This is an optimization exercise on Yosys and OpenROAD, whose aim is small area and a short achievable clock period, not a production implementation.
RTL that was checked went through simulation tests only; none was proved equivalent to the original.
The RTL of runs 3 and 4 was laid out without a check of its function.
Power figures rest on the tool's default switching activity, not on a simulated workload.

==> flow/design.v <==
module UnpackFP (
    input  [31:0] FP,
    output [31:0] SIG,
    output [7:0]  EXP,
    output        SIGN,
    output        isNaN,
    output        isINF,
    output        isZ,
    output        isDN
);
    wire [7:0]  exp_int = FP[30:23];
    wire [22:0] sig_int = FP[22:0];
    wire expZ  = (exp_int == 8'h00);
    wire expFF = (exp_int == 8'hFF);
    wire sigZ  = (sig_int == 23'd0);
    assign SIGN  = FP[31];
    assign EXP   = exp_int;
    assign SIG   = {8'h00, ~expZ, sig_int};
    assign isNaN = expFF & ~sigZ;
    assign isINF = expFF & sigZ;
    assign isZ   = expZ & sigZ;
    assign isDN  = expZ & ~sigZ;
endmodule
module PackFP (
    input         SIGN,
    input  [7:0]  EXP,
    input  [22:0] SIG,
    input         isNaN,
    input         isINF,
    input         isZ,
    output reg [31:0] FP
);
    always @* begin
        if (isNaN)
            FP = {SIGN, 8'hFF, 23'h400000};
        else if (isINF)
            FP = {SIGN, 8'hFF, 23'h000000};
        else if (isZ)
            FP = {SIGN, 8'h00, 23'h000000};
        else
            FP = {SIGN, EXP, SIG};
    end
endmodule
module FPswap #(parameter width = 29) (
    input  [width-1:0] A_in,
    input  [width-1:0] B_in,
    input              swap_AB,
    output [width-1:0] A_out,
    output [width-1:0] B_out
);
    assign A_out = swap_AB ? B_in : A_in;
    assign B_out = swap_AB ? A_in : B_in;
endmodule
module FPalign (
    input  [28:0] A_in,
    input  [28:0] B_in,
    input         cin,
    input  [8:0]  diff,
    output [28:0] A_out,
    output reg [28:0] B_out
);
    wire [8:0]  diff_int = (cin && diff[8]) ? (diff + 9'd2) : diff;
    wire [5:0]  shift_B  = diff_int[8] ? ((~diff_int[5:0]) + 6'd1) : diff_int[5:0];
    wire [8:0]  ndiff    = (~diff_int) + 9'd1;
    wire [28:0] B_shift  = B_in >> shift_B;
    assign A_out = A_in;
    always @* begin
        if (diff_int[8])
            B_out = (ndiff > 9'd28) ? 29'd0 : B_shift;
        else
            B_out = (diff_int > 9'd28) ? 29'd0 : B_shift;
    end
endmodule
module FPinvert #(parameter width = 29) (
    input  [width-1:0] A_in,
    input  [width-1:0] B_in,
    input              invert_A,
    input              invert_B,
    output [width-1:0] A_out,
    output [width-1:0] B_out
);
    assign A_out = invert_A ? ~A_in : A_in;
    assign B_out = invert_B ? ~B_in : B_in;
endmodule
module FPselComplement #(parameter SIG_width = 28) (
    input  [SIG_width:0]   SIG_in,
    input  [7:0]           EXP_in,
    output [SIG_width-1:0] SIG_out,
    output [7:0]           EXP_out
);
    assign EXP_out = EXP_in;
    assign SIG_out = SIG_in[SIG_width] ? ((~SIG_in[SIG_width-1:0]) + 1'b1)
                                       : SIG_in[SIG_width-1:0];
endmodule
module FPlzc (
    input  [26:0]    word,
    output reg       zero,
    output reg [4:0] count
);
    integer i;
    always @* begin
        zero  = (word == 27'd0);
        count = 5'd27;
        for (i = 0; i <= 26; i = i + 1)
            if (word[i])
                count = 5'd26 - i[4:0];
    end
endmodule
module FPadd_normalize (
    input  [7:0]  EXP_in,
    input  [27:0] SIG_in,
    output reg [7:0]  EXP_out,
    output reg [27:0] SIG_out,
    output        zero
);
    wire [4:0]  count;
    wire        zero_int;
    wire [27:0] SIG_rshift = {1'b0, SIG_in[27:2], SIG_in[1] & SIG_in[0]};
    wire [7:0]  EXP_rshift = EXP_in + 8'd1;
    wire [7:0]  EXP_lshift = EXP_in - {3'b000, count};
    wire        denormal   = ({3'b000, count} > EXP_in);
    wire [4:0]  lshift_cnt = denormal ? (EXP_in[4:0] - 5'd1) : count;
    wire [27:0] SIG_lshift = SIG_in << lshift_cnt;
    wire        isDN       = ~SIG_in[27] & ~SIG_in[26] & (EXP_in == 8'h01);
    wire        shift_RL   = ~(~SIG_in[27] & ~SIG_in[26] & (EXP_in != 8'h00));
    FPlzc I0 (.word(SIG_in[26:0]), .zero(zero_int), .count(count));
    assign zero = zero_int & ~SIG_in[27];
    always @* begin
        if (isDN) begin
            EXP_out = 8'h00;
            SIG_out = SIG_in;
        end else if (shift_RL) begin
            if (SIG_in[27]) begin
                EXP_out = EXP_rshift;
                SIG_out = SIG_rshift;
            end else begin
                EXP_out = EXP_in;
                SIG_out = SIG_in;
            end
        end else if (denormal) begin
            EXP_out = 8'h00;
            SIG_out = SIG_lshift;
        end else begin
            EXP_out = EXP_lshift;
            SIG_out = SIG_lshift;
        end
    end
endmodule
module FPround #(parameter SIG_width = 28) (
    input  [SIG_width-1:0] SIG_in,
    input  [7:0]           EXP_in,
    output [SIG_width-1:0] SIG_out,
    output [7:0]           EXP_out
);
    assign EXP_out = EXP_in;
    assign SIG_out = SIG_in[2] ? {SIG_in[SIG_width-1:3] + 1'b1, 3'b000} : SIG_in;
endmodule
module FPnormalize #(parameter SIG_width = 28) (
    input  [SIG_width-1:0] SIG_in,
    input  [7:0]           EXP_in,
    output [SIG_width-1:0] SIG_out,
    output [7:0]           EXP_out
);
    assign SIG_out = SIG_in[SIG_width-1] ? {1'b0, SIG_in[SIG_width-1:2], SIG_in[1] & SIG_in[0]} : SIG_in;
    assign EXP_out = SIG_in[SIG_width-1] ? (EXP_in + 8'd1) : EXP_in;
endmodule
module FPadd_stage1 (
    input             ADD_SUB,
    input      [31:0] FP_A,
    input      [31:0] FP_B,
    input             clk,
    output reg        ADD_SUB_out,
    output reg [7:0]  A_EXP,
    output reg        A_SIGN,
    output reg [28:0] A_in,
    output reg        A_isINF,
    output reg        A_isNaN,
    output reg        A_isZ,
    output reg [7:0]  B_EXP,
    output reg        B_XSIGN,
    output reg [28:0] B_in,
    output reg        B_isINF,
    output reg        B_isNaN,
    output reg        B_isZ,
    output reg [8:0]  EXP_diff,
    output reg        cin_sub
);
    wire [31:0] A_SIG, B_SIG;
    wire [7:0]  A_EXP_int, B_EXP_int;
    wire A_SIGN_int, A_isNaN_int, A_isINF_int, A_isZ_int, A_isDN_int;
    wire B_SIGN_int, B_isNaN_int, B_isINF_int, B_isZ_int, B_isDN_int;
    UnpackFP I1 (.FP(FP_A), .SIG(A_SIG), .EXP(A_EXP_int), .SIGN(A_SIGN_int),
                 .isNaN(A_isNaN_int), .isINF(A_isINF_int), .isZ(A_isZ_int), .isDN(A_isDN_int));
    UnpackFP I3 (.FP(FP_B), .SIG(B_SIG), .EXP(B_EXP_int), .SIGN(B_SIGN_int),
                 .isNaN(B_isNaN_int), .isINF(B_isINF_int), .isZ(B_isZ_int), .isDN(B_isDN_int));
    wire        cin_sub_int  = (A_isZ_int | A_isDN_int) ^ (B_isZ_int | B_isDN_int);
    wire [8:0]  EXP_diff_int = {1'b0, A_EXP_int} - {1'b0, B_EXP_int} - {8'd0, cin_sub_int};
    wire        B_XSIGN_int  = ~(B_SIGN_int ^ ADD_SUB);
    always @(posedge clk) begin
        A_SIGN      <= A_SIGN_int;
        B_XSIGN     <= B_XSIGN_int;
        A_in        <= {2'b00, A_SIG[23:0], 3'b000};
        B_in        <= {2'b00, B_SIG[23:0], 3'b000};
        A_EXP       <= A_EXP_int;
        B_EXP       <= B_EXP_int;
        EXP_diff    <= EXP_diff_int;
        A_isZ       <= A_isZ_int;
        B_isZ       <= B_isZ_int;
        A_isINF     <= A_isINF_int;
        B_isINF     <= B_isINF_int;
        A_isNaN     <= A_isNaN_int;
        B_isNaN     <= B_isNaN_int;
        ADD_SUB_out <= ADD_SUB;
        cin_sub     <= cin_sub_int;
    end
endmodule
module FPadd_stage2 (
    input             ADD_SUB_out,
    input      [7:0]  A_EXP,
    input             A_SIGN,
    input      [28:0] A_in,
    input             A_isINF,
    input             A_isNaN,
    input             A_isZ,
    input      [7:0]  B_EXP,
    input             B_XSIGN,
    input      [28:0] B_in,
    input             B_isINF,
    input             B_isNaN,
    input             B_isZ,
    input      [8:0]  EXP_diff,
    input             cin_sub,
    input             clk,
    output reg        A_SIGN_stage2,
    output reg [28:0] A_align,
    output reg        B_XSIGN_stage2,
    output reg [28:0] B_align,
    output reg [7:0]  EXP_base_stage2,
    output reg        cin,
    output reg        invert_A,
    output reg        invert_B,
    output reg        isINF_tab_stage2,
    output reg        isNaN_stage2,
    output reg        isZ_tab_stage2
);
    wire        swap_AB = EXP_diff[8];
    wire [28:0] A_CS, B_CS, A_align_int, B_align_int;
    reg         invert_A_int, invert_B_int;
    reg         isINF_tab_int, isNaN_int, isZ_tab_int;
    always @* begin
        case ({A_SIGN, B_XSIGN, swap_AB})
            3'b010:  begin invert_A_int = 1'b0; invert_B_int = 1'b1; end
            3'b011:  begin invert_A_int = 1'b1; invert_B_int = 1'b0; end
            3'b100:  begin invert_A_int = 1'b1; invert_B_int = 1'b0; end
            3'b101:  begin invert_A_int = 1'b0; invert_B_int = 1'b1; end
            default: begin invert_A_int = 1'b0; invert_B_int = 1'b0; end
        endcase
    end
    always @* begin
        isINF_tab_int = 1'b0;
        isNaN_int     = 1'b0;
        isZ_tab_int   = 1'b0;
        if (A_isNaN)
            isNaN_int = 1'b1;
        else if (B_isNaN)
            isNaN_int = 1'b1;
        else if (ADD_SUB_out && A_isINF && B_isINF)
            isINF_tab_int = 1'b1;
        else if (!ADD_SUB_out && A_isINF && B_isINF)
            isNaN_int = 1'b1;
        else if (A_isINF)
            isINF_tab_int = 1'b1;
        else if (B_isINF)
            isINF_tab_int = 1'b1;
        else if (A_isZ && B_isZ)
            isZ_tab_int = 1'b1;
    end
    wire [7:0] EXP_base_int = swap_AB ? B_EXP : A_EXP;
    wire       cin_int      = invert_B_int | invert_A_int;
    FPswap #(.width(29)) I3 (.A_in(A_in), .B_in(B_in), .swap_AB(swap_AB), .A_out(A_CS), .B_out(B_CS));
    FPalign I4 (.A_in(A_CS), .B_in(B_CS), .cin(cin_sub), .diff(EXP_diff), .A_out(A_align_int), .B_out(B_align_int));
    always @(posedge clk) begin
        cin              <= cin_int;
        invert_A         <= invert_A_int;
        invert_B         <= invert_B_int;
        EXP_base_stage2  <= EXP_base_int;
        A_align          <= A_align_int;
        B_align          <= B_align_int;
        A_SIGN_stage2    <= A_SIGN;
        B_XSIGN_stage2   <= B_XSIGN;
        isINF_tab_stage2 <= isINF_tab_int;
        isNaN_stage2     <= isNaN_int;
        isZ_tab_stage2   <= isZ_tab_int;
    end
endmodule
module FPadd_stage3 (
    input             A_SIGN_stage2,
    input      [28:0] A_align,
    input             B_XSIGN_stage2,
    input      [28:0] B_align,
    input      [7:0]  EXP_base_stage2,
    input             cin,
    input             clk,
    input             invert_A,
    input             invert_B,
    input             isINF_tab_stage2,
    input             isNaN_stage2,
    input             isZ_tab_stage2,
    output reg        A_SIGN_stage3,
    output reg        B_XSIGN_stage3,
    output reg [7:0]  EXP_base,
    output reg [28:0] add_out,
    output reg        isINF_tab_stage3,
    output reg        isNaN_stage3,
    output reg        isZ_tab_stage3
);
    wire [28:0] A_inv, B_inv;
    FPinvert #(.width(29)) I14 (.A_in(A_align), .B_in(B_align), .invert_A(invert_A), .invert_B(invert_B),
                                .A_out(A_inv), .B_out(B_inv));
    wire [28:0] add_out_int = A_inv + B_inv + {28'd0, cin};
    always @(posedge clk) begin
        add_out          <= add_out_int;
        EXP_base         <= EXP_base_stage2;
        A_SIGN_stage3    <= A_SIGN_stage2;
        B_XSIGN_stage3   <= B_XSIGN_stage2;
        isINF_tab_stage3 <= isINF_tab_stage2;
        isNaN_stage3     <= isNaN_stage2;
        isZ_tab_stage3   <= isZ_tab_stage2;
    end
endmodule
module FPadd_stage4 (
    input             A_SIGN_stage3,
    input             B_XSIGN_stage3,
    input      [7:0]  EXP_base,
    input      [28:0] add_out,
    input             clk,
    input             isINF_tab_stage3,
    input             isNaN_stage3,
    input             isZ_tab_stage3,
    output reg [7:0]  EXP_norm,
    output reg        OV_stage4,
    output reg [27:0] SIG_norm,
    output reg        Z_SIGN_stage4,
    output reg        isINF_tab_stage4,
    output reg        isNaN_stage4,
    output reg        isZ_tab_stage4,
    output reg        zero_stage4
);
    reg OV, Z_SIGN;
    always @* begin
        case ({A_SIGN_stage3, B_XSIGN_stage3, add_out[28]})
            3'b001:  begin OV = 1'b1; Z_SIGN = 1'b0; end
            3'b011:  begin OV = 1'b0; Z_SIGN = 1'b1; end
            3'b101:  begin OV = 1'b0; Z_SIGN = 1'b1; end
            3'b110:  begin OV = 1'b0; Z_SIGN = 1'b1; end
            3'b111:  begin OV = 1'b1; Z_SIGN = 1'b1; end
            default: begin OV = 1'b0; Z_SIGN = 1'b0; end
        endcase
    end
    wire [27:0] SIG_selC, SIG_norm_int;
    wire [7:0]  EXP_selC, EXP_norm_int;
    wire        zero;
    FPselComplement #(.SIG_width(28)) I12 (.SIG_in(add_out), .EXP_in(EXP_base), .SIG_out(SIG_selC), .EXP_out(EXP_selC));
    FPadd_normalize I8 (.EXP_in(EXP_selC), .SIG_in(SIG_selC), .EXP_out(EXP_norm_int), .SIG_out(SIG_norm_int), .zero(zero));
    always @(posedge clk) begin
        Z_SIGN_stage4    <= Z_SIGN;
        OV_stage4        <= OV;
        EXP_norm         <= EXP_norm_int;
        SIG_norm         <= SIG_norm_int;
        zero_stage4      <= zero;
        isINF_tab_stage4 <= isINF_tab_stage3;
        isNaN_stage4     <= isNaN_stage3;
        isZ_tab_stage4   <= isZ_tab_stage3;
    end
endmodule
module FPadd_stage5 (
    input      [7:0]  EXP_norm,
    input             OV_stage4,
    input      [27:0] SIG_norm,
    input             Z_SIGN_stage4,
    input             clk,
    input             isINF_tab_stage4,
    input             isNaN_stage4,
    input             isZ_tab_stage4,
    input             zero_stage4,
    output reg        OV,
    output reg [27:0] SIG_norm2,
    output reg [7:0]  Z_EXP,
    output reg        Z_SIGN,
    output reg        isINF_tab,
    output reg        isNaN,
    output reg        isZ_tab,
    output reg        zero
);
    wire [27:0] SIG_round_int, SIG_norm2_int;
    wire [7:0]  EXP_round_int, Z_EXP_int;
    FPround #(.SIG_width(28)) I10 (.SIG_in(SIG_norm), .EXP_in(EXP_norm), .SIG_out(SIG_round_int), .EXP_out(EXP_round_int));
    FPnormalize #(.SIG_width(28)) I11 (.SIG_in(SIG_round_int), .EXP_in(EXP_round_int), .SIG_out(SIG_norm2_int), .EXP_out(Z_EXP_int));
    always @(posedge clk) begin
        Z_EXP     <= Z_EXP_int;
        SIG_norm2 <= SIG_norm2_int;
        Z_SIGN    <= Z_SIGN_stage4;
        OV        <= OV_stage4;
        zero      <= zero_stage4;
        isINF_tab <= isINF_tab_stage4;
        isNaN     <= isNaN_stage4;
        isZ_tab   <= isZ_tab_stage4;
    end
endmodule
module FPadd_stage6 (
    input             OV,
    input      [27:0] SIG_norm2,
    input      [7:0]  Z_EXP,
    input             Z_SIGN,
    input             clk,
    input             isINF_tab,
    input             isNaN,
    input             isZ_tab,
    input             zero,
    output reg [31:0] FP_Z
);
    wire [22:0] Z_SIG = SIG_norm2[25:3];
    wire EXP_isINF = OV | (Z_EXP == 8'hFF);
    wire isINF = EXP_isINF | isINF_tab;
    wire isZ = zero | isZ_tab;
    wire [31:0] FP_Z_int;
    PackFP I2 (.SIGN(Z_SIGN), .EXP(Z_EXP), .SIG(Z_SIG), .isNaN(isNaN), .isINF(isINF), .isZ(isZ), .FP(FP_Z_int));
    always @(posedge clk)
        FP_Z <= FP_Z_int;
endmodule
module FPadd (
    input         ADD_SUB,
    input  [31:0] FP_A,
    input  [31:0] FP_B,
    input         clk,
    output [31:0] FP_Z
);
    wire        ADD_SUB_out, A_SIGN, A_isINF, A_isNaN, A_isZ, B_XSIGN, B_isINF, B_isNaN, B_isZ, cin_sub;
    wire [7:0]  A_EXP, B_EXP;
    wire [28:0] A_in, B_in;
    wire [8:0]  EXP_diff;
    wire        A_SIGN_stage2, B_XSIGN_stage2, cin, invert_A, invert_B;
    wire        isINF_tab_stage2, isNaN_stage2, isZ_tab_stage2;
    wire [28:0] A_align, B_align;
    wire [7:0]  EXP_base_stage2;
    wire        A_SIGN_stage3, B_XSIGN_stage3, isINF_tab_stage3, isNaN_stage3, isZ_tab_stage3;
    wire [7:0]  EXP_base;
    wire [28:0] add_out;
    wire [7:0]  EXP_norm;
    wire        OV_stage4, Z_SIGN_stage4, isINF_tab_stage4, isNaN_stage4, isZ_tab_stage4, zero_stage4;
    wire [27:0] SIG_norm;
    wire        OV, Z_SIGN, isINF_tab, isNaN, isZ_tab, zero;
    wire [27:0] SIG_norm2;
    wire [7:0]  Z_EXP;
    FPadd_stage1 I1 (.ADD_SUB(ADD_SUB), .FP_A(FP_A), .FP_B(FP_B), .clk(clk),
        .ADD_SUB_out(ADD_SUB_out), .A_EXP(A_EXP), .A_SIGN(A_SIGN), .A_in(A_in), .A_isINF(A_isINF),
        .A_isNaN(A_isNaN), .A_isZ(A_isZ), .B_EXP(B_EXP), .B_XSIGN(B_XSIGN), .B_in(B_in),
        .B_isINF(B_isINF), .B_isNaN(B_isNaN), .B_isZ(B_isZ), .EXP_diff(EXP_diff), .cin_sub(cin_sub));
    FPadd_stage2 I2 (.ADD_SUB_out(ADD_SUB_out), .A_EXP(A_EXP), .A_SIGN(A_SIGN), .A_in(A_in),
        .A_isINF(A_isINF), .A_isNaN(A_isNaN), .A_isZ(A_isZ), .B_EXP(B_EXP), .B_XSIGN(B_XSIGN),
        .B_in(B_in), .B_isINF(B_isINF), .B_isNaN(B_isNaN), .B_isZ(B_isZ), .EXP_diff(EXP_diff),
        .cin_sub(cin_sub), .clk(clk),
        .A_SIGN_stage2(A_SIGN_stage2), .A_align(A_align), .B_XSIGN_stage2(B_XSIGN_stage2),
        .B_align(B_align), .EXP_base_stage2(EXP_base_stage2), .cin(cin), .invert_A(invert_A),
        .invert_B(invert_B), .isINF_tab_stage2(isINF_tab_stage2), .isNaN_stage2(isNaN_stage2),
        .isZ_tab_stage2(isZ_tab_stage2));
    FPadd_stage3 I3 (.A_SIGN_stage2(A_SIGN_stage2), .A_align(A_align), .B_XSIGN_stage2(B_XSIGN_stage2),
        .B_align(B_align), .EXP_base_stage2(EXP_base_stage2), .cin(cin), .clk(clk),
        .invert_A(invert_A), .invert_B(invert_B), .isINF_tab_stage2(isINF_tab_stage2),
        .isNaN_stage2(isNaN_stage2), .isZ_tab_stage2(isZ_tab_stage2),
        .A_SIGN_stage3(A_SIGN_stage3), .B_XSIGN_stage3(B_XSIGN_stage3), .EXP_base(EXP_base),
        .add_out(add_out), .isINF_tab_stage3(isINF_tab_stage3), .isNaN_stage3(isNaN_stage3),
        .isZ_tab_stage3(isZ_tab_stage3));
    FPadd_stage4 I4 (.A_SIGN_stage3(A_SIGN_stage3), .B_XSIGN_stage3(B_XSIGN_stage3), .EXP_base(EXP_base),
        .add_out(add_out), .clk(clk), .isINF_tab_stage3(isINF_tab_stage3), .isNaN_stage3(isNaN_stage3),
        .isZ_tab_stage3(isZ_tab_stage3),
        .EXP_norm(EXP_norm), .OV_stage4(OV_stage4), .SIG_norm(SIG_norm), .Z_SIGN_stage4(Z_SIGN_stage4),
        .isINF_tab_stage4(isINF_tab_stage4), .isNaN_stage4(isNaN_stage4), .isZ_tab_stage4(isZ_tab_stage4),
        .zero_stage4(zero_stage4));
    FPadd_stage5 I5 (.EXP_norm(EXP_norm), .OV_stage4(OV_stage4), .SIG_norm(SIG_norm),
        .Z_SIGN_stage4(Z_SIGN_stage4), .clk(clk), .isINF_tab_stage4(isINF_tab_stage4),
        .isNaN_stage4(isNaN_stage4), .isZ_tab_stage4(isZ_tab_stage4), .zero_stage4(zero_stage4),
        .OV(OV), .SIG_norm2(SIG_norm2), .Z_EXP(Z_EXP), .Z_SIGN(Z_SIGN), .isINF_tab(isINF_tab),
        .isNaN(isNaN), .isZ_tab(isZ_tab), .zero(zero));
    FPadd_stage6 I6 (.OV(OV), .SIG_norm2(SIG_norm2), .Z_EXP(Z_EXP), .Z_SIGN(Z_SIGN), .clk(clk),
        .isINF_tab(isINF_tab), .isNaN(isNaN), .isZ_tab(isZ_tab), .zero(zero), .FP_Z(FP_Z));
endmodule
==> flow/run.sh <==
#!/bin/bash
# synth_recipe.tcl (not shown) runs the flow's synth.tcl, then flattens the netlist and writes it again
# the make line also repeats each setting of config.mk as NAME=value (left out here)
make -C /OpenROAD-flow-scripts/flow DESIGN_CONFIG=/design/flow/config.mk WORK_HOME=/design/flow/orfs CLKGATE_MAP_FILE= SYNTH_SCRIPT=/design/flow/synth_recipe.tcl finish
==> flow/config.mk <==
export PLATFORM = sky130hd
export DESIGN_NAME = FPadd
export DESIGN_NICKNAME = FPadd
export VERILOG_FILES = /design/flow/design.v
export SDC_FILE = /design/flow/constraint.sdc
export NUM_CORES = 4
export LEC_CHECK = 0
export CAP_MARGIN = 20
export CORE_MARGIN = 2
export CORE_UTILIZATION = 40
export SLEW_MARGIN = 20
==> flow/constraint.sdc <==
create_clock -name core_clock -period 7.0 [get_ports {clk}]
set_input_delay 1.4000 -clock core_clock [delete_from_list [all_inputs] [get_ports {clk}]]
set_output_delay 1.4000 -clock core_clock [all_outputs]
set_load 0.01 [all_outputs]
==> flow_metrics.py, run 1 <==
metrics = {
    "place": {
        "place.port_buffers": 97,
        "pre_cts_ws_ps": 282,
        "dpl.hpwl_um": 37400,
        "dpl.cell_count": 2475,
        "gp_congestion": 0.927,
        "placed_cell_area_um2": 18500,
    },
    "logic_synthesis": {
        "synth_cells": 1880,
        "yosysSeqAreaShare_pct": 36.1,
        "yosysWarnings": 10,
        "synthFlopType": "dfxtp_1",
        "yosysUniqueCellTypes": 99,
        "synth-edff-count": 0,
        "netlist_area_um2": 16700,
        "synth_seq_cells": 301,
        "async_flop_share_pct": 0,
        "avgSynthCellArea_um2": 8.89,
        "syn-num-nets": 2007,
    },
    "cells_and_area": {
        "drive_gt1_share_pct": 12.6,
        "instances_no_fill": 2535,
        "nets": 2107,
        "n_antenna_cell": 0,
        "final_cell_area_um2": 19700,
        "area_delta_synth_final_pct": 18.0,
        "utilization_pct": 48.1,
    },
    "critical_path": {
        "crit_buf_inv": 4,
        "cp-end-kind": "flop",
        "crit_family": "compound AO/OA/AOI/OAI gates",
        "r2r_end": "I4.SIG_norm[17]$_DFF_P_",
        "critPathRequiredTime_ps": 7360,
        "criticalPathCategory": "reg -> reg",
        "ff2ff_path_depth": 23,
        "path_max_fanout": 23,
        "slowest_stage": "or3b_1",
        "r2r_start": "I3.add_out[1]$_DFF_P_",
        "path_depth": 23,
        "critPathArrivalTime_ps": 6960,
        "startpoint": "I3.add_out[1]$_DFF_P_",
        "regToRegSetupSlack_ps": 400,
        "cpPeakStageDelay_ps": 480,
        "cp_cell_sequence": "inv_1 > ha_1 > or3b_1 > or3_1 > buf_4 > o31a_1 > o311a_1 > nor4_4 > o21a_4 > nor2_1 > fa_1 > a21o_1 > a21oi_1 > o21ai_0 > or3_1 > buf_4 > a21o_1 > buf_12 > mux2_4 > mux2i_4 > mux2i_1 > a221oi_1 > a221oi_1",
        "start_kind": "flop",
        "crit_end": "I4.SIG_norm[17]$_DFF_P_",
    },
    "route": {
        "drtIter0Drc": 1050,
        "wl_um": 48700,
        "vias": 14600,
        "drt_pre_antenna_iters": 5,
        "wl_per_cell_um": 19.2,
        "drcViolationCount": 0,
        "vias_per_cell": 5.74,
        "ant_nets": 0,
    },
    "global_routing": {
        "antenna_found_initial": 1,
        "use_met3_pct": 3.86,
        "grt.overflow.total": 0,
        "met2_usage_pct": 35.8,
        "grt_pass1_wl_um": 76600,
        "grt_usage_pct": 22.2,
        "grt_busiest_layer": "met2",
        "grt_max_degree": 65,
        "grt_pass1_vias": 13700,
        "use_met1_pct": 30.1,
    },
    "clocking": {
        "cts_sinks": 301,
        "clock_latency_ps": 540,
        "cts_buffers": 34,
        "h-tree-depth": 2,
        "clkTransAtPathRegs_ps": 70,
        "cts_root_buffer": "clkbuf_16",
        "cts_tree": "done",
        "clock_path_buffers": 3,
    },
    "floorplanning": {
        "die_w_um": 208,
        "die_area_um2": 43400,
        "num_io_pins": 98,
        "coreArea_um2": 41000,
        "rows": 74,
        "start_util_pct": 40.7,
        "die_h_um": 208,
    },
    "sta": {
        "setup_viol": 0,
        "grt_setup_unrepaired": "false",
        "timing.final.ws_setup_ps": 400,
        "finalHoldViolCount": 0,
        "maxSlewViolCount": 0,
        "max_slew.worst_pin.slew_ps": 1050,
        "relSlewSlack_pct": 29.3,
        "fin_skew_ps": 20.3,
        "hold-worst-slack_ps": 318,
        "fin_crit_sh_pct": 94.3,
        "setup_tns_ps": 0,
        "fin_crit_ps": 6600,
        "fmax_mhz": 152,
    },
    "min_path": {
        "hold_class": "reg -> reg",
        "hold_depth": 0,
    },
    "run_status": {
        "status": "finished clean",
    },
    "power_and_ir_drop": {
        "power.density_nw_per_um2": 579,
        "power_mw": 11.4,
        "ir_worst_vdd_uv": 265,
        "leakage_nw": 7.86,
    },
    "run": {
        "cap_violations": 0,
    },
}
logic make-up after synthesis:
kind of cell	synth area share (%)
compound gates	18.0
fa+ha+maj	4.85
buf+inv	4.07
xor+xnor	8.85
mux	10.1
simple gates	18.1
flops	36.1
registers in the layout (all words and copies together), names as in the netlist, 9 cells and up:
signal and flops:
I2.A_align 24, I3.add_out 29, I1.B_in 24, I1.EXP_diff 9
I4.SIG_norm 26, I6.FP_Z 32, I2.B_align 27, I5.SIG_norm2 23
I1.A_in 24
layout by cell type, fill, tap and decap left out, types with 56 or more instances in the layout:
cell type | netlist | routed
dfxtp_1 | 301 | 299
nand2_1 | 157 | 157
nor2_1 | 135 | 135
a21oi_1 | 114 | 114
clkdlybuf4s50_1 | 0 | 97
xor2_1 | 93 | 92
buf_4 | 1 | 82
mux2i_1 | 71 | 70
xnor2_1 | 72 | 67
nand3_1 | 61 | 61
o21ai_0 | 57 | 57
ha_1 | 56 | 56
what timing repair did:
item / in CTS / in global routing
gates resized for setup: 0 / 10
buffers inserted: 0 / 1
endpoints found under the hold margin: 0 / 0
hold buffers: 0 / 0
endpoints found under the setup margin: 0 / 21
synthesized netlist by cell type, drive strengths merged, types with 19 or more instances:
| library cell | count | share of area, % |
|---|---|---|
| a211oi | 31 | 1.5 |
| a21o | 22 | 0.99 |
| a21oi | 115 | 3.5 |
| a31oi | 29 | 1.1 |
| and2 | 33 | 1.2 |
| buf | 33 | 1.1 |
| clkbuf | 83 | 1.9 |
| dfxtp | 301 | 36 |
| ha | 56 | 4.2 |
| inv | 49 | 1.1 |
| mux2 | 45 | 3.1 |
| mux2i | 73 | 4.5 |
| nand2 | 159 | 3.6 |
| nand3 | 61 | 1.8 |
| nand4 | 25 | 0.94 |
| nor2 | 135 | 3.0 |
| nor3 | 57 | 1.7 |
| nor4 | 30 | 1.2 |
| o211ai | 19 | 0.85 |
| o21ai | 73 | 2.3 |
| xnor2 | 72 | 3.8 |
| xor2 | 95 | 5.1 |
area by class of cell:
type	count	area (µm²)
Multi-Input combinational cell	1414	10100
Clock buffer	49	978
Sequential cell	301	6030
Inverter	49	184
Fill cell	3938	21300
Timing Repair Buffer	180	1610
Tap cell	532	666
Clock inverter	10	100
how the worst min path moves through the flow:
stage                                             start                        to  slack [ps]
final                     I2.EXP_base_stage2[0]$_DFF_P_    I3.EXP_base[0]$_DFF_P_         320
after floorplan                I2.A_SIGN_stage2$_DFF_P_  I3.A_SIGN_stage3$_DFF_P_         310
after global routing      I2.EXP_base_stage2[0]$_DFF_P_    I3.EXP_base[0]$_DFF_P_         320
after detailed placement           I4.OV_stage4$_DFF_P_             I5.OV$_DFF_P_         310
after CTS                 I2.EXP_base_stage2[0]$_DFF_P_    I3.EXP_base[0]$_DFF_P_         320
after global placement    I2.EXP_base_stage2[2]$_DFF_P_    I3.EXP_base[2]$_DFF_P_         310
where the power goes:
group,total (mW),internal (mW),switching (mW)
clock,1.72,1.02,0.708
sequential,2.76,2.24,0.516
combinational,6.94,2.89,4.05
routing by layer:
| layer | part of all wire [%] | vias up |
|---|---|---|
| li1 | - | 7017 |
| met1 | 46 | 6944 |
| met2 | 45 | 520 |
| met3 | 6.4 | 76 |
| met4 | 2.7 | 0 |
| met5 | 0 | - |
==> run 2, diff against run 1 <==
==> flow/design.v (replaced) <==
module FPadd (
    input         ADD_SUB,
    input  [31:0] FP_A,
    input  [31:0] FP_B,
    input         clk,
    output reg [31:0] FP_Z
);
    reg [31:0] a1, b1;
    reg        op1;
    always @(posedge clk) begin
        a1  <= FP_A;
        b1  <= FP_B;
        op1 <= ADD_SUB;
    end
    wire [7:0]  eA = a1[30:23], eB = b1[30:23];
    wire        zA = (eA == 8'd0), zB = (eB == 8'd0);
    wire [23:0] mA = {~zA, a1[22:0]}, mB = {~zB, b1[22:0]};
    wire [7:0]  fA = {eA[7:1], eA[0] | zA}, fB = {eB[7:1], eB[0] | zB};
    wire        ffA = (eA == 8'hFF), ffB = (eB == 8'hFF);
    wire        nzA = |a1[22:0], nzB = |b1[22:0];
    wire        nan2 = (ffA & nzA) | (ffB & nzB) | (ffA & ffB & ~op1);
    wire        inf2 = ffA | ffB;
    wire [8:0]  dAB = {1'b0, fA} - {1'b0, fB};
    wire [8:0]  dBA = {1'b0, fB} - {1'b0, fA};
    wire        eq  = (fA == fB);
    wire        swap = dAB[8] | (eq & (mA < mB));
    wire [7:0]  sh   = dAB[8] ? dBA[7:0] : dAB[7:0];
    wire [23:0] mL = swap ? mB : mA;
    wire [23:0] mS = swap ? mA : mB;
    wire [26:0] sal = (sh > 8'd26) ? 27'd0 : ({mS, 3'b000} >> sh[4:0]);
    wire [7:0]  eL = swap ? eB : eA;
    wire        xB = b1[31] ^ ~op1;
    wire        sL = swap ? xB : a1[31];
    reg  [23:0] mL2;
    reg  [26:0] sal2;
    reg  [7:0]  e2;
    reg         sub2, s2, nan2r, inf2r;
    always @(posedge clk) begin
        mL2   <= mL;
        sal2  <= sal;
        e2    <= eL;
        sub2  <= a1[31] ^ xB;
        s2    <= sL;
        nan2r <= nan2;
        inf2r <= inf2;
    end
    wire [27:0] M = sub2 ? ({1'b0, mL2, 3'b000} - {1'b0, sal2})
                         : ({1'b0, mL2, 3'b000} + {1'b0, sal2});
    reg  [4:0]  cnt;
    integer i;
    always @* begin
        cnt = 5'd27;
        for (i = 0; i <= 26; i = i + 1)
            if (M[i]) cnt = 5'd26 - i[4:0];
    end
    wire        zeroM  = ~|M;
    wire        top    = M[27] | M[26];
    wire        isDN   = ~top & (e2 == 8'd1);
    wire        keep   = top | (e2 == 8'd0) | isDN;   
    wire        dnrm   = ({3'b000, cnt} > e2);
    wire [4:0]  lsh    = dnrm ? (e2[4:0] - 5'd1) : cnt;
    wire [7:0]  elsh   = dnrm ? 8'd0 : (e2 - {3'b000, cnt});
    reg  [27:0] M3;
    reg  [4:0]  lsh3;
    reg  [7:0]  e3;
    reg         keep3, s3, nan3, inf3, zero3;
    always @(posedge clk) begin
        M3    <= M;
        lsh3  <= keep ? 5'd0 : lsh;
        e3    <= keep ? (isDN ? 8'd0 : e2) : elsh;
        keep3 <= keep;
        s3    <= s2 & ~(sub2 & zeroM);
        nan3  <= nan2r;
        inf3  <= inf2r;
        zero3 <= zeroM;
    end
    wire        rsh  = M3[27];
    wire [27:0] Ml   = M3 << lsh3;
    wire [24:0] sig4 = rsh ? M3[27:3] : Ml[26:2];
    wire [7:0]  e4   = e3 + {7'd0, rsh};
    reg  [24:0] sig4r;
    reg  [7:0]  e4r;
    reg         s4, nan4, inf4, zero4;
    always @(posedge clk) begin
        sig4r <= sig4;
        e4r   <= e4;
        s4    <= s3;
        nan4  <= nan3;
        inf4  <= inf3;
        zero4 <= zero3;
    end
    wire [24:0] T    = {1'b0, sig4r[24:1]} + {24'd0, sig4r[0]};
    wire [7:0]  ez   = e4r + {7'd0, T[24]};
    wire        infz = inf4 | (ez == 8'hFF);
    reg  [31:0] z;
    always @* begin
        if (nan4)
            z = {s4, 8'hFF, 23'h400000};
        else if (infz)
            z = {s4, 8'hFF, 23'h000000};
        else if (zero4)
            z = {s4, 8'h00, 23'h000000};
        else
            z = {s4, ez, T[22:0]};
    end
    reg  [31:0] z5;
    always @(posedge clk) z5 <= z;
    always @(posedge clk) FP_Z <= z5;
endmodule
==> flow_metrics.py, run 2 <==
metrics = {
    "cells_and_area": {
        "final_common_cell": "dfxtp_1",
        "instances_no_fill": 2266,
        "layout_common_cells": "dfxtp_1, nand2_1, nor2_1",
        "regArea_um2": 5490,
        "n_antenna_cell": 0,
        "multi_input_area_um2": 8680,
        "final_cell_area_um2": 17300,
        "area_delta_synth_final_pct": 16.2,
        "n_fill_cell": 3602,
        "utilization_pct": 47.2,
        "nets": 1947,
        "drive_gt1_share_pct": 8.57,
    },
    "logic_synthesis": {
        "netlist_area_um2": 14900,
        "synth_top_family_by_area": "compound AO/OA/AOI/OAI gates",
        "synth-edff-count": 0,
        "yosys-top-cells-area": "dfxtp_1, ha_1, nand2_1",
        "synth.most_common_cell": "dfxtp_1",
        "yosys.area_share.xor_xnor_pct": 3.99,
        "synth_top_area_share_pct": 36.8,
        "synth-simple-area-share_pct": 17.2,
        "synthFlopType": "dfxtp_1",
        "yosysUniqueCellTypes": 98,
        "synth.area.mux_share_pct": 7.03,
        "syn-num-nets": 1875,
        "avgSynthCellArea_um2": 8.76,
        "synth_compound_area_share_pct": 20.8,
        "synth_adder_area_share_pct": 9.09,
        "synth_seq_cells": 274,
        "yosysTopAreaCell": "dfxtp_1",
        "yosysWarnings": 1,
        "synth_cells": 1703,
        "async_flop_share_pct": 0,
        "yosys-top-cells-count": "dfxtp_1, nand2_1, nor2_1",
        "yosysSeqAreaShare_pct": 36.8,
    },
    "global_routing": {
        "grt_pass1_vias": 12000,
        "grt_pass1_wl_um": 64000,
        "grt.overflow.total": 0,
        "antenna_found_initial": 0,
        "grt_max_degree": 58,
        "grt_usage_pct": 20.5,
    },
    "critical_path": {
        "slowest_stage": "nor2_1",
        "cpPeakStageDelay_ps": 630,
        "crit_buf_inv": 3,
        "regToRegSetupSlack_ps": 1330,
        "critPathArrivalTime_ps": 6150,
        "critPathRequiredTime_ps": 7490,
        "cp-end-kind": "flop",
        "path_max_fanout": 21,
        "criticalPathCategory": "reg -> reg",
        "crit_top_cell": "nor2_1",
        "startpoint": "b1[25]$_DFF_P_",
        "path_depth": 19,
        "cp_cell_sequence": "or4_1 > nor2_1 > or2_2 > ha_1 > inv_1 > fa_1 > a21o_1 > a21oi_1 > nor2_1 > nor2_1 > nor2_1 > buf_4 > nor2_2 > buf_4 > o221ai_1 > mux2_2 > a21o_1 > or3_1 > a21oi_1",
        "r2r_start": "b1[25]$_DFF_P_",
        "crit_family": "simple AND/OR/NAND/NOR gates",
        "r2r_end": "sal2[4]$_SDFF_PP0_",
        "start_kind": "flop",
        "ff2ff_path_depth": 19,
    },
    "sta": {
        "fmax_mhz": 176,
        "grt_setup_unrepaired": "false",
        "setup_tns_ps": 0,
        "relSlewSlack_pct": 41.5,
        "max_slew.worst_pin.slew_ps": 877,
        "fin_crit_ps": 5670,
        "fin_crit_sh_pct": 80.9,
        "fin_skew_ps": 11.7,
        "finalHoldViolCount": 0,
        "setup_viol": 0,
        "maxSlewViolCount": 0,
        "hold-worst-slack_ps": 323,
    },
    "place": {
        "placed_cell_area_um2": 16300,
        "gp_congestion": 0.926,
        "place.port_buffers": 97,
        "dpl.cell_count": 2211,
        "dpl.hpwl_um": 31800,
    },
    "min_path": {
        "hold_path_end": "inf3$_DFF_P_",
        "hold_depth": 0,
        "hold_class": "reg -> reg",
        "worst_hold_startpoint": "inf2r$_DFF_P_",
    },
    "clocking": {
        "h-tree-depth": 1,
        "post_cts_buffers": 0,
        "clock_latency_ps": 570,
        "clock_path_buffers": 3,
        "cts_buffers": 30,
        "clkTransAtPathRegs_ps": 60,
        "hold_buffers": 0,
        "cts_root_buffer": "clkbuf_16",
        "cts_tree": "done",
        "cts_resized": 0,
        "cts_sinks": 274,
    },
    "power_and_ir_drop": {
        "ir_worst_vdd_uv": 195,
        "power.density_nw_per_um2": 347,
        "leakage_nw": 7.09,
    },
    "route": {
        "drtIter0Drc": 786,
        "vias_per_cell": 5.53,
        "vias": 12500,
        "wl_um": 40200,
        "wl_per_cell_um": 17.8,
        "drt_pre_antenna_iters": 7,
        "ant_nets": 0,
        "drcViolationCount": 0,
    },
    "floorplanning": {
        "rows": 70,
        "coreArea_um2": 36700,
        "die_h_um": 197,
        "num_io_pins": 98,
        "die_area_um2": 38800,
        "die_w_um": 197,
        "start_util_pct": 40.6,
    },
    "run_status": {
        "status": "finished clean",
    },
    "run": {
        "cap_violations": 0,
    },
}
run 2: power by group:
group / leakage (nW) / switching [mW] / internal (mW) / total, mW
clock network: 0.492 / 0.616 / 0.920 / 1.54
logic: 4.31 / 1.24 / 0.977 / 2.22
registers: 2.30 / 0.259 / 1.99 / 2.25
run 2: area by class of cell:
cell class,count,area share [%]
flip-flops and latches,274,31.7
clock inverters,13,0.636
well taps,468,3.38
clock buffers,42,5.12
inverters,119,2.58
multi-input cells,1232,50.1
repair buffers,118,6.51
run 2: logic make-up (layout without fill, tap and decap cells):
| logic type | Yosys count | in the layout |
|---|---|---|
| simple gates | 527 | 527 |
| compound gates | 446 | 446 |
| flops | 274 | 274 |
| buf+inv | 197 | 292 |
| fa+ha+maj | 106 | 106 |
| mux | 85 | 85 |
| xor+xnor | 68 | 68 |
run 2: how the worst max path moves through the flow:
stage	to	slack [ps]
final	sal2[4]$_SDFF_PP0_	1330
after global routing	e3[5]$_DFF_P_	760
after CTS	sal2[4]$_SDFF_PP0_	1390
after detailed placement	sal2[4]$_SDFF_PP0_	1410
after global placement	sal2[4]$_SDFF_PP0_	1510
after floorplan	e3[5]$_DFF_P_	2180
run 2: per-layer routing:
layer	track usage (%)	up-vias	share of wire, %
met4	8.63	0	4.3
met1	25.1	5821	43
li1	-	6254	-
met2	36.4	369	49
met5	0	-	0
met3	2.41	90	3.8
run 2: per-stage QoR:
step / setup slack (ps) / power [mW]
after floorplan: 2180 / 3.75
after global placement: 1510 / 4.47
after detailed placement: 1410 / 4.49
after CTS: 1390 / 6.06
after global routing: 763 / 6.39
final: 1330 / 6.00
==> run 3, diff against run 2 <==
==> flow/design.v (replaced) <==
module FPadd (
    input         ADD_SUB,
    input  [31:0] FP_A,
    input  [31:0] FP_B,
    input         clk,
    output reg [31:0] FP_Z
);
    wire [7:0]  eA = FP_A[30:23], eB = FP_B[30:23];
    wire        zA = ~|eA, zB = ~|eB;
    wire        ffA = &eA, ffB = &eB;
    wire [7:0]  fA = {eA[7:1], eA[0] | zA}, fB = {eB[7:1], eB[0] | zB};
    wire [8:0]  dAB = {1'b0, fA} - {1'b0, fB};
    wire [7:0]  dBA = fB - fA;
    wire        dneg = dAB[8];
    wire        deq  = (fA == fB);
    wire [7:0]  sh   = dneg ? dBA : dAB[7:0];
    wire        xB   = FP_B[31] ^ ~ADD_SUB;
    reg  [22:0] fa1, fb1;
    reg         ha1, hb1, sa1, xb1, dneg1, deq1, shz1, nan1, inf1;
    reg  [4:0]  sh1;
    reg  [7:0]  e1;
    always @(posedge clk) begin
        fa1   <= FP_A[22:0];
        fb1   <= FP_B[22:0];
        ha1   <= ~zA;
        hb1   <= ~zB;
        sa1   <= FP_A[31];
        xb1   <= xB;
        dneg1 <= dneg;
        deq1  <= deq;
        sh1   <= sh[4:0];
        shz1  <= (sh > 8'd26);
        e1    <= dneg ? eB : (deq ? (eA | eB) : eA);
        nan1  <= (ffA & |FP_A[22:0]) | (ffB & |FP_B[22:0]) | (ffA & ffB & ~ADD_SUB);
        inf1  <= ffA | ffB;
    end
    wire [23:0] mA = {ha1, fa1}, mB = {hb1, fb1};
    wire [23:0] L0 = dneg1 ? mB : mA;
    wire [23:0] S0 = dneg1 ? mA : mB;
    wire [26:0] sal = shz1 ? 27'd0 : ({S0, 3'b000} >> sh1);
    reg  [23:0] l2;
    reg  [26:0] s2al;
    reg  [7:0]  e2;
    reg         cmp2, sl2, sub2, nan2, inf2;
    always @(posedge clk) begin
        l2   <= L0;
        s2al <= sal;
        cmp2 <= deq1 & (mA < mB);
        e2   <= e1;
        sl2  <= dneg1 ? xb1 : sa1;
        sub2 <= sa1 ^ xb1;
        nan2 <= nan1;
        inf2 <= inf1;
    end
    wire [26:0] opL = cmp2 ? s2al : {l2, 3'b000};
    wire [26:0] opS = cmp2 ? {l2, 3'b000} : s2al;
    wire [27:0] M   = sub2 ? ({1'b0, opL} - {1'b0, opS}) : ({1'b0, opL} + {1'b0, opS});
    reg  [27:0] m3;
    reg  [7:0]  e3;
    reg         sl3, sub3, nan3, inf3;
    always @(posedge clk) begin
        m3   <= M;
        e3   <= e2;
        sl3  <= sl2 ^ (cmp2 & sub2);
        sub3 <= sub2;
        nan3 <= nan2;
        inf3 <= inf2;
    end
    reg  [4:0]  cnt;
    integer i;
    always @* begin
        cnt = 5'd27;
        for (i = 0; i <= 26; i = i + 1)
            if (m3[i]) cnt = 5'd26 - i[4:0];
    end
    wire        zero = ~|m3;
    wire        top  = m3[27] | m3[26];
    wire        isDN = ~top & (e3 == 8'd1);
    wire        keep = top | (e3 == 8'd0) | isDN;
    wire        dnrm = ({3'b000, cnt} > e3);
    reg  [27:0] m4;
    reg  [4:0]  lsh4;
    reg  [7:0]  e4;
    reg         s4, nan4, inf4, zero4;
    always @(posedge clk) begin
        m4    <= m3;
        lsh4  <= keep ? 5'd0 : (dnrm ? (e3[4:0] - 5'd1) : cnt);
        e4    <= keep ? (isDN ? 8'd0 : (e3 + {7'd0, m3[27]}))
                      : (dnrm ? 8'd0 : (e3 - {3'b000, cnt}));
        s4    <= sl3 & ~(sub3 & zero);
        nan4  <= nan3;
        inf4  <= inf3;
        zero4 <= zero;
    end
    wire [27:0] ml = m4 << lsh4;
    reg  [24:0] sig5;
    reg  [7:0]  e5;
    reg         s5, nan5, inf5, zero5;
    always @(posedge clk) begin
        sig5  <= m4[27] ? m4[27:3] : ml[26:2];
        e5    <= e4;
        s5    <= s4;
        nan5  <= nan4;
        inf5  <= inf4;
        zero5 <= zero4;
    end
    wire [24:0] T    = {1'b0, sig5[24:1]} + {24'd0, sig5[0]};
    wire [7:0]  ez   = e5 + {7'd0, T[24]};
    wire        infz = inf5 | (ez == 8'hFF);
    always @(posedge clk) begin
        if (nan5)
            FP_Z <= {s5, 8'hFF, 23'h400000};
        else if (infz)
            FP_Z <= {s5, 8'hFF, 23'h000000};
        else if (zero5)
            FP_Z <= {s5, 8'h00, 23'h000000};
        else
            FP_Z <= {s5, ez, T[22:0]};
    end
endmodule
--- a/flow/config.mk
+++ b/flow/config.mk
@@ -8,4 +8,5 @@
 export CAP_MARGIN = 20
 export CORE_MARGIN = 2
 export CORE_UTILIZATION = 40
+export SETUP_SLACK_MARGIN = 3.5
 export SLEW_MARGIN = 20
==> flow_metrics.py, run 3 <==
metrics = {
    "sta": {
        "grt_setup_unrepaired": "true",
        "hold-worst-slack_ps": 325,
        "setup_tns_ps": 0,
        "finalHoldViolCount": 0,
        "fin_crit_ps": 3640,
        "relSlewSlack_pct": 31.9,
        "timing.final.ws_setup_ps": 3360,
        "fin_crit_sh_pct": 51.9,
        "maxSlewViolCount": 0,
        "fmax_mhz": 275,
        "max_slew.worst_pin.slew_ps": 1020,
        "fin_skew_ps": 7.42,
        "setup_viol": 0,
    },
    "clocking": {
        "cts_root_buffer": "clkbuf_16",
        "h-tree-depth": 1,
        "clock_path_buffers": 3,
        "cts_buffers": 31,
        "clkTransAtPathRegs_ps": 60,
        "cts_tree": "done",
        "clock_latency_ps": 580,
        "cts_sinks": 286,
    },
    "power_and_ir_drop": {
        "ir_worst_vdd_uv": 213,
        "power_mw": 7.45,
        "leakage_nw": 7.33,
        "power.density_nw_per_um2": 405,
    },
    "place": {
        "place.port_buffers": 97,
        "pre_cts_ws_ps": 1840,
        "dpl.hpwl_um": 26100,
        "placed_cell_area_um2": 16300,
        "dpl.cell_count": 2092,
        "gp_congestion": 0.905,
    },
    "cells_and_area": {
        "utilization_pct": 50.4,
        "largest_reg_flops": 32,
        "final_cell_area_um2": 18400,
        "instances_no_fill": 2215,
        "drive_gt1_share_pct": 20.4,
        "area_delta_synth_final_pct": 24.1,
        "layout_common_cells": "dfxtp_1, nor2_1, nand2_1",
        "final_common_cell": "dfxtp_1",
        "top_register": "FP_Z",
        "nets": 1878,
        "top_regs": "FP_Z: 32 flops, m3: 28 flops, m4: 28 flops",
    },
    "logic_synthesis": {
        "yosys-top-cells-count": "dfxtp_1, nor2_1, nand2_1",
        "yosysTopAreaCell": "dfxtp_1",
        "yosysSeqAreaShare_pct": 38.6,
        "synth.most_common_cell": "dfxtp_1",
        "synth_seq_cells": 286,
        "avgSynthCellArea_um2": 9.36,
        "yosysUniqueCellTypes": 79,
        "yosysWarnings": 1,
        "synth-edff-count": 0,
        "async_flop_share_pct": 0,
        "syn-num-nets": 1738,
        "yosys-top-cells-area": "dfxtp_1, ha_1, mux2_2",
        "netlist_area_um2": 14800,
        "synth_cells": 1583,
        "synthFlopType": "dfxtp_1",
        "synth_top_area_share_pct": 38.6,
    },
    "critical_path": {
        "start_kind": "flop",
        "ff2ff_path_depth": 17,
        "regToRegSetupSlack_ps": 3360,
        "critPathArrivalTime_ps": 4090,
        "r2r_end": "m3[27]$_DFF_P_",
        "critPathRequiredTime_ps": 7450,
        "criticalPathCategory": "reg -> reg",
        "r2r_start": "cmp2$_DFF_P_",
        "path_max_fanout": 10,
        "cp-end-kind": "flop",
    },
    "floorplanning": {
        "num_io_pins": 98,
        "rows": 70,
        "start_util_pct": 40.6,
        "coreArea_um2": 36500,
        "die_area_um2": 38600,
        "die_h_um": 197,
        "die_w_um": 197,
    },
    "run": {
        "cap_violations": 0,
    },
    "global_routing": {
        "grt_max_degree": 56,
        "grt.overflow.total": 0,
        "grt_usage_pct": 17.5,
        "antenna_found_initial": 0,
        "grt_pass1_vias": 11200,
        "grt_pass1_wl_um": 55700,
    },
    "run_status": {
        "status": "finished clean",
    },
    "min_path": {
        "hold_class": "reg -> reg",
        "hold_path_end": "inf3$_DFF_P_",
        "worst_hold_startpoint": "inf2$_DFF_P_",
        "hold_depth": 0,
    },
    "route": {
        "drcViolationCount": 0,
        "wl_um": 34900,
        "drt_pre_antenna_iters": 5,
        "wl_per_cell_um": 15.7,
        "ant_nets": 0,
        "vias": 11600,
        "drtIter0Drc": 558,
        "vias_per_cell": 5.22,
    },
}
[run 3: critical path: stages (launching register included)]
cell,delay [ps]
dfxtp_4,400
buf_12,170
nor3_4,180
a21oi_2,70
buf_4,150
nor4_4,290
and2_4,200
nor2_1,40
xor2_1,220
ha_4,250
a21o_1,180
a21oi_4,180
o2111ai_4,170
a2111oi_4,440
nor2_2,90
a211oi_2,230
a21oi_1,110
xnor2_1,140
[run 3: logic make-up (layout without fill, tap and decap cells)]
logic type | count (synthesis) | after routing | synth area share (%)
adders and majority gates | 89 | 89 | 7.66
DFF | 286 | 286 | 38.6
xor gates and xnor gates | 90 | 90 | 5.32
other | 0 | 1 | 0
buffers and inverters | 140 | 301 | 3.72
AOI/OAI and AO/OA | 347 | 347 | 15.5
and+or+nand+nor | 453 | 455 | 14.5
muxes | 178 | 178 | 14.7
[run 3: power breakdown]
part	internal [mW]	switching, mW
registers	2.11	0.366
clock network	1.04	0.639
logic	1.63	1.66
[run 3: cell type report]
cell class	instances	area (µm²)
Sequential cell	286	5740
Multi-Input combinational cell	1159	9130
Fill cell	3413	18100
Tap cell	468	586
Clock inverter	10	148
Clock buffer	46	942
Inverter	75	282
Antenna cell	1	2.50
Timing Repair Buffer	170	1560
[run 3: per-layer routing]
layer	up-vias	part of all wire (%)	GRT usage [%]
met2	195	49	31.4
met5	-	0	0
met3	80	2.9	2.12
li1	5928	-	-
met1	5349	44	21.7
met4	0	3.6	6.17
[run 3: worst max path at each step]
stage / to / from / cells after the start
final: m3[27]$_DFF_P_ / cmp2$_DFF_P_ / 17
after global routing: m3[27]$_DFF_P_ / cmp2$_DFF_P_ / 16
after CTS: m3[27]$_DFF_P_ / cmp2$_DFF_P_ / 16
after detailed placement: shz1$_DFF_P_ / FP_B[24] / 15
after global placement: shz1$_DFF_P_ / FP_B[24] / 15
after floorplan: m3[27]$_DFF_P_ / cmp2$_DFF_P_ / 22
[run 3: timing repair]
action	in CTS	in global routing
hold endpoints to repair	0	0
hold buffers	0	0
endpoints found under the setup margin	72	59
setup buffers	39	25
gates cloned	1	1
pin swaps	48	42
resized for setup	136	67
==> run 4, diff against run 3 <==
--- a/flow/config.mk
+++ b/flow/config.mk
@@ -8,5 +8,5 @@
 export CAP_MARGIN = 20
 export CORE_MARGIN = 2
 export CORE_UTILIZATION = 40
-export SETUP_SLACK_MARGIN = 3.5
+export SETUP_SLACK_MARGIN = 4.5
 export SLEW_MARGIN = 20
==> flow_metrics.py, run 4 <==
metrics = {
    "cells_and_area": {
        "drive_gt1_share_pct": 31.0,
        "n_fill_cell": 3210,
        "final_cell_area_um2": 19600,
        "nets": 1942,
        "top_regs": "FP_Z: 32 flops, m3: 28 flops, m4: 28 flops",
        "top_register": "FP_Z",
        "layout_common_cells": "dfxtp_1, nor2_1, nand2_1",
        "largest_reg_flops": 32,
        "final_common_cell": "dfxtp_1",
        "n_antenna_cell": 0,
        "area_delta_synth_final_pct": 32.1,
    },
    "critical_path": {
        "cpPeakStageDelay_ps": 410,
        "cp_cell_sequence": "buf_6 > buf_12 > o32ai_4 > nand2_2 > nor4_4 > and2_4 > nor2_2 > xor2_1 > ha_2 > a21o_1 > a21oi_4 > buf_4 > a21boi_2 > a2111oi_4 > nor2_2 > a211oi_2 > a21oi_2 > xnor2_1",
        "criticalPathCategory": "reg -> reg",
        "slowest_stage": "a2111oi_4",
        "crit_top_cell": "nor2_2",
        "cp-end-kind": "flop",
        "crit_family": "compound AO/OA/AOI/OAI gates",
        "path_max_fanout": 6,
        "start_kind": "flop",
        "critPathRequiredTime_ps": 7440,
        "crit_buf_inv": 3,
        "critPathArrivalTime_ps": 4250,
    },
    "logic_synthesis": {
        "synthFlopType": "dfxtp_1",
        "synth_seq_cells": 286,
        "netlist_area_um2": 14800,
        "synth-edff-count": 0,
        "yosysWarnings": 1,
        "synth.most_common_cell": "dfxtp_1",
        "syn-num-nets": 1738,
        "yosysUniqueCellTypes": 79,
        "yosysSeqAreaShare_pct": 38.6,
        "avgSynthCellArea_um2": 9.36,
        "synth_top_area_share_pct": 38.6,
        "synth_cells": 1583,
        "yosys-top-cells-count": "dfxtp_1, nor2_1, nand2_1",
        "async_flop_share_pct": 0,
        "yosys-top-cells-area": "dfxtp_1, ha_1, mux2_2",
        "yosysTopAreaCell": "dfxtp_1",
    },
    "clocking": {
        "cts_root_buffer": "clkbuf_16",
        "h-tree-depth": 1,
        "hold_buffers": 0,
        "cts_tree": "done",
        "clock_path_buffers": 3,
        "clock_latency_ps": 560,
        "clkTransAtPathRegs_ps": 60,
        "cts_sinks": 286,
        "cts_buffers": 30,
    },
    "global_routing": {
        "antenna_found_initial": 0,
        "grt_max_degree": 56,
        "grt_pass1_vias": 12000,
        "grt_pass1_wl_um": 59300,
        "grt.overflow.total": 0,
        "grt_usage_pct": 18.7,
    },
    "power_and_ir_drop": {
        "leakage_nw": 7.77,
        "ir_worst_vdd_uv": 226,
        "power.density_nw_per_um2": 395,
    },
    "min_path": {
        "hold_class": "reg -> reg",
    },
    "sta": {
        "fin_crit_sh_pct": 54.4,
        "timing.final.ws_setup_ps": 3190,
        "setup_tns_ps": 0,
        "maxSlewViolCount": 0,
        "setup_viol": 0,
        "fin_skew_ps": 15.8,
        "finalHoldViolCount": 0,
        "max_slew.worst_pin.slew_ps": 733,
        "grt_setup_unrepaired": "true",
        "hold-worst-slack_ps": 318,
        "fin_crit_ps": 3810,
        "relSlewSlack_pct": 51.1,
        "fmax_mhz": 263,
    },
    "place": {
        "pre_cts_ws_ps": 1800,
        "gp_congestion": 0.916,
        "place.port_buffers": 97,
        "dpl.hpwl_um": 26600,
        "placed_cell_area_um2": 16500,
    },
    "route": {
        "ant_nets": 0,
        "drtIter0Drc": 519,
        "wl_per_cell_um": 16.4,
        "vias_per_cell": 5.30,
        "drcViolationCount": 0,
        "vias": 12100,
        "drt_pre_antenna_iters": 5,
        "wl_um": 37300,
    },
    "run": {
        "cap_violations": 0,
    },
    "floorplanning": {
        "die_area_um2": 38600,
        "rows": 70,
        "coreArea_um2": 36500,
        "die_h_um": 197,
        "die_w_um": 197,
        "num_io_pins": 98,
        "start_util_pct": 40.6,
    },
    "run_status": {
        "status": "finished clean",
    },
}
## run 4: cell count changes in the layout (fill, tap and decap cells not counted), moves of 12 or more
cell / before / now
nor2_2: 3 / 17
buf_6: 9 / 41
nor2_1: 143 / 122
o21ai_2: 2 / 16
ha_1: 78 / 66
o21ai_0: 75 / 53
clkdlybuf4s50_1: 81 / 49
buf_2: 4 / 29
buf_4: 68 / 92
## run 4: worst paths after layout
| path | slack [ps] | cells past startpoint | end | from |
|---|---|---|---|---|
| setup / recovery | 3190 | 18 | m3[27]$_DFF_P_ | cmp2$_DFF_P_ |
| hold / removal | 320 | 0 | e3[3]$_DFF_P_ | e2[3]$_DFF_P_ |
| setup reg to reg | 3190 | 18 | m3[27]$_DFF_P_ | cmp2$_DFF_P_ |
| hold reg to reg | 320 | 0 | e3[3]$_DFF_P_ | e2[3]$_DFF_P_ |
## run 4: cell type report
type | instances | area, µm² | area share (%)
multi-input combinational | 1161 | 9800 | 50.1
sequential | 286 | 5740 | 29.3
timing repair buffer | 233 | 2100 | 10.7
clock buffer | 40 | 870 | 4.44
tap | 468 | 586 | 2.99
inverter | 75 | 307 | 1.57
clock inverter | 12 | 174 | 0.888
## run 4: cell families (layout without fill, tap and decap cells)
group | Yosys count | after routing | synth area share (%)
flops | 286 | 286 | 38.6
xor+xnor | 90 | 90 | 5.32
buf+inv | 140 | 360 | 3.72
mux | 178 | 178 | 14.7
compound gates | 347 | 347 | 15.5
simple gates | 453 | 457 | 14.5
fa+ha+maj | 89 | 89 | 7.66
## run 4: what timing repair did
| action | in CTS | in global routing |
|---|---|---|
| setup endpoints to repair | 135 | 117 |
| cloned | 4 | 1 |
| buffers inserted | 87 | 38 |
| resized for setup | 331 | 161 |
| endpoints found under the hold margin | 0 | 0 |
| pin swaps | 92 | 68 |
## run 4: per-layer routing
metal / vias to the layer above / global-route usage [%] / part of all wire (%)
li1: 6066 / - / -
met1: 5652 / 21.7 / 42
met2: 253 / 35.0 / 51
met3: 96 / 2.29 / 3.1
met4: 0 / 7.32 / 4.0
met5: - / 0 / 0
## run 4: where the power goes
part	internal (mW)	switching (mW)
Clock	1.01	0.621
Sequential	2.12	0.384
Combinational	1.74	1.85
## run 4: worst reg2reg max path: stages (launching register included)
cell and delay, ps:
dfxtp_4 360, buf_6 130, buf_12 130, o32ai_4 230, nand2_2 120, nor4_4 330, and2_4 210, nor2_2 40
xor2_1 150, ha_2 320, a21o_1 200, a21oi_4 200, buf_4 150, a21boi_2 80, a2111oi_4 410, nor2_2 90
a211oi_2 320, a21oi_2 100, xnor2_1 120
## run 4: metrics by stage
step,cells,utilization (%),power (mW)
floorplan,1583,-,4.67
global placement,2093,45.1,5.53
detailed placement,2093,45.1,5.55
CTS,2236,51.7,7.54
global route,2275,53.6,8.25
finish,2275,53.6,7.72

==> static timing again, ports no longer ideal <==
In the flow no input, the clock included, has a driving cell. The finished layouts below were timed again as built, in two steps. Step 1 sets driving cells, clkbuf_16 on the clock port and buf_2 on the other inputs (assumed; they add their load-dependent delay and slew). Step 2 times the ports against the registers' clock, not the clock port: input delays grow and output delays shrink by t, the midpoint of the rising clock arrivals with the driver on. Three values: no drivers, after step 1, after step 2; two values: the first two.
run	shift t [ns]	setup WS [ns]	slew at the worst register clock pin (ns)	cell pins on the clock port's net
run 1	0.589	0.400 / 0.400 / 0.400	0.07 / 0.07	1
run 2	0.611	1.334 / 1.334 / 1.334	0.06 / 0.06	1
run 3	0.625	3.365 / 3.365 / 2.844	0.06 / 0.06	1
run 4	0.601	3.192 / 3.192 / 2.882	0.06 / 0.06	1
After both steps setup and hold are still met in every run listed. For run 3, which loses most, drivers alone change the setup slack by 0.000 ns; drivers and shift together by -0.521 ns.
